Source: an optimization exercise on an open RTL-to-GDS flow (aim: small area). Production flows keep margins and buffers that such runs may drop. The RTL was checked by simulation tests, not by an equivalence proof against the original design. The clock port is modelled as an ideal driver, which makes a skipped or thinned clock tree look cheaper than it is; a real chip needs a root buffer or a tree. Power figures rest on the tool's default switching activity, not on a simulated workload.

==> 05-12 <==
// super_mario_music
module super_mario_music (
    input wire clk_1MHz,  
    input wire rst,
    output reg piezo      
);
    wire [3:0] sid;       
    reg  [4:0] off;       
    wire [8:0] a = {sid, off};
    reg [4:0]  p;         
    reg [4:0]  cnt;       
    reg [13:0] b;         
    reg [13:0] t0;        
    reg [15:0] tc;        
    wire [7:0] u_o;
    smm_u u_rom (.i(a), .o(u_o));
    wire [3:0] tcode = u_o[3:0];
    wire [2:0] dcode = u_o[4+2:4];
    wire       last  = u_o[7];
    wire [3:0] dv;
    smm_v v_rom (.i(dcode), .o(dv));
    smm_p p_rom (.i(p), .o(sid));
    wire ge_o;
    smm_g g_rom (.i({tcode, cnt}), .o(ge_o));
    wire rest = ~tcode[0] & ~tcode[1] & ~tcode[2] & ~tcode[3];
    wire [5:0] t_o = rest ? {1'b0, cnt} : ge_o ? {~piezo, 5'd0} : {piezo, nx_cnt(cnt)};
    wire [6:0] dl;
    smm_d d_rom (.i(t0[12:5]), .o(dl));
    function [13:0] add14_4(input [13:0] x, input [3:0] y);
        integer i; reg c;
        begin
            c = 1'b0;
            for (i = 0; i < 14; i = i + 1) begin
                add14_4[i] = x[i] ^ (i < 4 ? y[i] : 1'b0) ^ c;
                c = (x[i] & (i < 4 ? y[i] : 1'b0)) | (c & (x[i] ^ (i < 4 ? y[i] : 1'b0)));
            end
        end
    endfunction
    function gt14(input [13:0] x, input [13:0] y);  
        integer i; reg g;
        begin
            g = 1'b0;
  ...
clock: 125.0 ns
lec_check: 0
abc_area: 1
cap_margin: 0
core_margin: 2
core_utilization: 70
slew_margin: 0
synth_memory_max_bits: 65536
standard.sh (not shown) runs the stock make flow with config.mk's settings and CLKGATE_MAP_FILE= SYNTH_SCRIPT=/design/flow/synth_recipe.tcl, a recipe that flattens the netlist after the stock synthesis.
==> flow/flow/run.sh <==
#!/bin/bash
# The standard layout (standard.sh) with two extra steps:
#  * after synthesis, restructure.tcl re-maps the combinational logic of
#    1_synth.odb for area with OpenROAD's restructure (ABC) on the platform
#    liberty less its don't-use cells, and swaps every combinational cell to its
#    smallest drive strength (the clock period is long; synthesis's upsizing buys
#    nothing); registers are untouched;
#  * after CTS (ORFS POST_CTS hook), cts_single.tcl replaces the clock tree by
#    three clock buffers, each driving the registers of one area of the die, so
#    every register gets its clock through one buffer and all see the same clock
#    arrival; the port buffers become the smallest plain buffer.
# Each tool's full output goes to a log of its own in this folder.
set -uo pipefail
bash standard.sh synth > synth.log 2>&1 || exit 1
mkdir -p rmp_work
RMP_RESULTS=$PWD/orfs/results/$FLOW_PLATFORM/super_mario_music/base \
RMP_LIB=$FLOW_HOME/platforms/$FLOW_PLATFORM/lib/sky130_fd_sc_hd__tt_025C_1v80.lib \
RMP_WORK=$PWD/rmp_work \
  openroad -no_init -exit flow/restructure.tcl > restructure.log 2>&1 || exit 1
export POST_CTS_TCL=$PWD/flow/cts_single.tcl
export FLOW_CLOCK_PORT=clk_1MHz
export FLOW_CLOCK_BUF=sky130_fd_sc_hd__clkbuf_16
export FLOW_CLOCK_GROUPS=3
export CTS_ARGS="-buf_list sky130_fd_sc_hd__clkbuf_8 -dont_use_dummy_load -repair_clock_nets"
bash standard.sh > standard.log 2>&1
==> flow/flow/restructure.tcl <==
# Run between the standard flow's synthesis and the rest of its flow, in a fresh OpenROAD:
# re-map the combinational logic of 1_synth.odb for area with restructure (ABC),
# on the platform liberty less its don't-use cells, then swap every combinational
# cell to its smallest drive strength. Registers are not touched.
set res $::env(RMP_RESULTS)
set lib $::env(RMP_LIB)
set work $::env(RMP_WORK)
read_db $res/1_synth.odb
read_liberty $lib
read_sdc $res/1_synth.sdc
source $::env(FLOW_HOME)/platforms/$::env(FLOW_PLATFORM)/setRC.tcl
set ::env(DONT_USE_CELLS) "sky130_fd_sc_hd__lpflow_* sky130_fd_sc_hd__probe_p_8 sky130_fd_sc_hd__probec_p_8"
exec python3 [file join [file dirname [info script]] libfilter.py] $lib $work/area.lib {*}$::env(DONT_USE_CELLS)
set_dont_use $::env(DONT_USE_CELLS)
puts "restructure: design area before"
report_design_area
restructure -target area -liberty_file $work/area.lib \
  -tielo_port sky130_fd_sc_hd__conb_1/LO -tiehi_port sky130_fd_sc_hd__conb_1/HI \
  -work_dir $work
puts "restructure: design area after"
report_design_area
source [file join [file dirname [info script]] downsize.tcl]
report_design_area
write_db $res/1_synth.odb
Other scripts of this flow, unchanged in this note and not shown: flow/flow/cts_single.tcl, flow/flow/downsize.tcl, flow/flow/libfilter.py
==> 06-19 (differences from 05-12) <==
Settings changed: CAP_MARGIN 0 to 20, CORE_UTILIZATION 70 to 85, SLEW_MARGIN 0 to 20.
==> 04-01 (differences from 05-12) <==
--- a/flow/flow/run.sh
+++ b/flow/flow/run.sh
@@ -15,7 +15,7 @@
 mkdir -p rmp_work
 RMP_RESULTS=$PWD/orfs/results/$FLOW_PLATFORM/super_mario_music/base \
 RMP_LIB=$FLOW_HOME/platforms/$FLOW_PLATFORM/lib/sky130_fd_sc_hd__tt_025C_1v80.lib \
-RMP_WORK=$PWD/rmp_work \
+RMP_WORK=$PWD/rmp_work RMP_FANOUT=9 \
   openroad -no_init -exit flow/restructure.tcl > restructure.log 2>&1 || exit 1
 export POST_CTS_TCL=$PWD/flow/cts_single.tcl
 export FLOW_CLOCK_PORT=clk_1MHz
==> flow/flow/fanout_size.tcl (new file) <==
# Give the drivers of nets with many loads the next drive strength (x2), so that
# placement's slew repair need not add buffers for them.
set db [ord::get_db]
set block [ord::get_db_block]
set nup 0
foreach net [$block getNets] {
  set loads 0; set drv ""
  foreach it [$net getITerms] {
    if {[$it isOutputSignal]} { set drv $it } elseif {[$it isInputSignal]} { incr loads }
  }
  if {$drv eq "" || $loads < $::env(RMP_FANOUT)} { continue }
  set inst [$drv getInst]
  set n [[$inst getMaster] getName]
  if {[regexp {^sky130_fd_sc_hd__(df|sdf|edf|dl|conb)} $n]} { continue }
  if {![regexp {^(sky130_fd_sc_hd__[a-z0-9]+)_([0-9]+)$} $n -> base drv_s]} { continue }
  if {$drv_s >= 2} { continue }
  set m2 [$db findMaster ${base}_2]
  if {$m2 eq "NULL" || $m2 eq ""} { continue }
  $inst swapMaster $m2
  incr nup
}
puts "fanout_size: upsized $nup drivers"
--- a/flow/flow/restructure.tcl
+++ b/flow/flow/restructure.tcl
@@ -20,5 +20,6 @@
 puts "restructure: design area after"
 report_design_area
 source [file join [file dirname [info script]] downsize.tcl]
+source [file join [file dirname [info script]] fanout_size.tcl]
 report_design_area
 write_db $res/1_synth.odb
Settings changed: CAP_MARGIN 0 to 20, SLEW_MARGIN 0 to 20.
==> impl.org <==
** Outcome
- The flow ran to the end and the layout has no timing, DRC or antenna violations.

** Route
- Wire segments on met3 add up to roughly 1.0 mm in the final route.
- Top routing layer used :: met4

** Critical path
- CP Class :: reg -> out
- Critical path endpoint :: piezo

** Timing
- Across the routed clock network, the largest skew measured is between 0.02 and 0.025 ns.
- Unrepaired setup endpoints after global routing :: false

** GRT
- The via count of the first global-routing pass came to just under 4000.

** Pwr
- Sw Share :: 0.179
- Comb group :: around 0.00038 mW

** Layout
- The register with the most flip-flops in the layout has 16 of them.
- The sequential cells in the finished layout cover a total of about 1500 µm².

** Floorplan
- The die is just under 80 µm wide.

** Min path
- The worst hold path was traced through 0 stages.
The numbers above come from 04-01.

==> impl.org <==
** Pwr
- Net load switching power :: just over 0.005 mW
- Of the total power, the share spent switching nets is 0.175.
- Total power divided by cell area :: around 7.2 nW/µm²

** Route
- Routed signal wires occupy layers up through met4.
- In the detailed route, the total length drawn on met3 is between 800 and 900 µm.

** Layout
- Registers take 1520 µm².
- Number of flip-flops under the largest register name :: 16

** Timing
- On the final layout, the worst clock skew is 0.0181 ns.
- Setup repair after global routing left no endpoint under its margin.

** GRT
- The via count of the first global-routing pass is about 3700.

** Critical path
- The worst setup path is of the reg -> out kind.
- In this run the worst setup path terminates at piezo.

** Outcome
- The flow ran to the end and the layout has no timing, DRC or antenna violations.

** Floorplan
- Horizontal extent of the die :: between 70 and 80 µm

** Min path
- Worst hold path depth :: 0
The numbers above come from 05-12.

==> impl.org <==
** Synthesis
- Average size of a mapped cell :: ~7.8 µm²
- Number of instances in the synthesized netlist :: about 480
- When the netlist entered floorplanning its net count stood at 484.
- The synthesized netlist occupies a cell area of about 3800 µm².
- For this run, the number of Yosys warnings is 1.

** Floorplan
- Row generation in the floorplan step produced 24 rows.
- Y dimension of the die :: a little over 70 µm
- Initial cell density of the core :: 0.874
- In this run the horizontal extent of the chip is 70.7 µm.

** Outcome
- The first error in the log reads "[ERROR GPL-0301] Utilization 102.454 % exceeds 100%".
- Run status :: did not finish
- The flow stopped in 3_1_place_gp_skip_io.
The numbers above come from 06-19.

In 05-12 and 04-01 the design's own scripts or RTL, not TritonCTS, make the clock network.

separate check: timing with driven ports:
The results above use ideal ports. As a check the final layouts listed here were re-extracted and re-timed, cells and wires unchanged. Step 1 assumes that a clkbuf_16 drives the clock port and a buf_2 every other input. Step 2, shift: input delay + t, output delay - t, t = (earliest + latest rising clock arrival at the registers) / 2. This alone moves slack from input paths to output paths. Three values: ideal, step 1, step 2; two values: the first two.
| run | t, ns | slack for setup (ns) | clock arrival spread, ns | worst data-port slew with drivers (ns) |
|---|---|---|---|---|
| 05-12 | 0.205 | 99.315 / 99.251 / 99.305 | 0.018 / 0.018 | 0.03 |
| 04-01 | 0.206 | 99.313 / 99.250 / 99.390 | 0.023 / 0.023 | 0.03 |
After both steps setup and hold are still met in every run listed. The setup slack of 05-12, which loses most, moves by -0.064 ns with the drivers and by -0.010 ns with both steps. The worst setup slack also covers recovery checks on asynchronous resets.
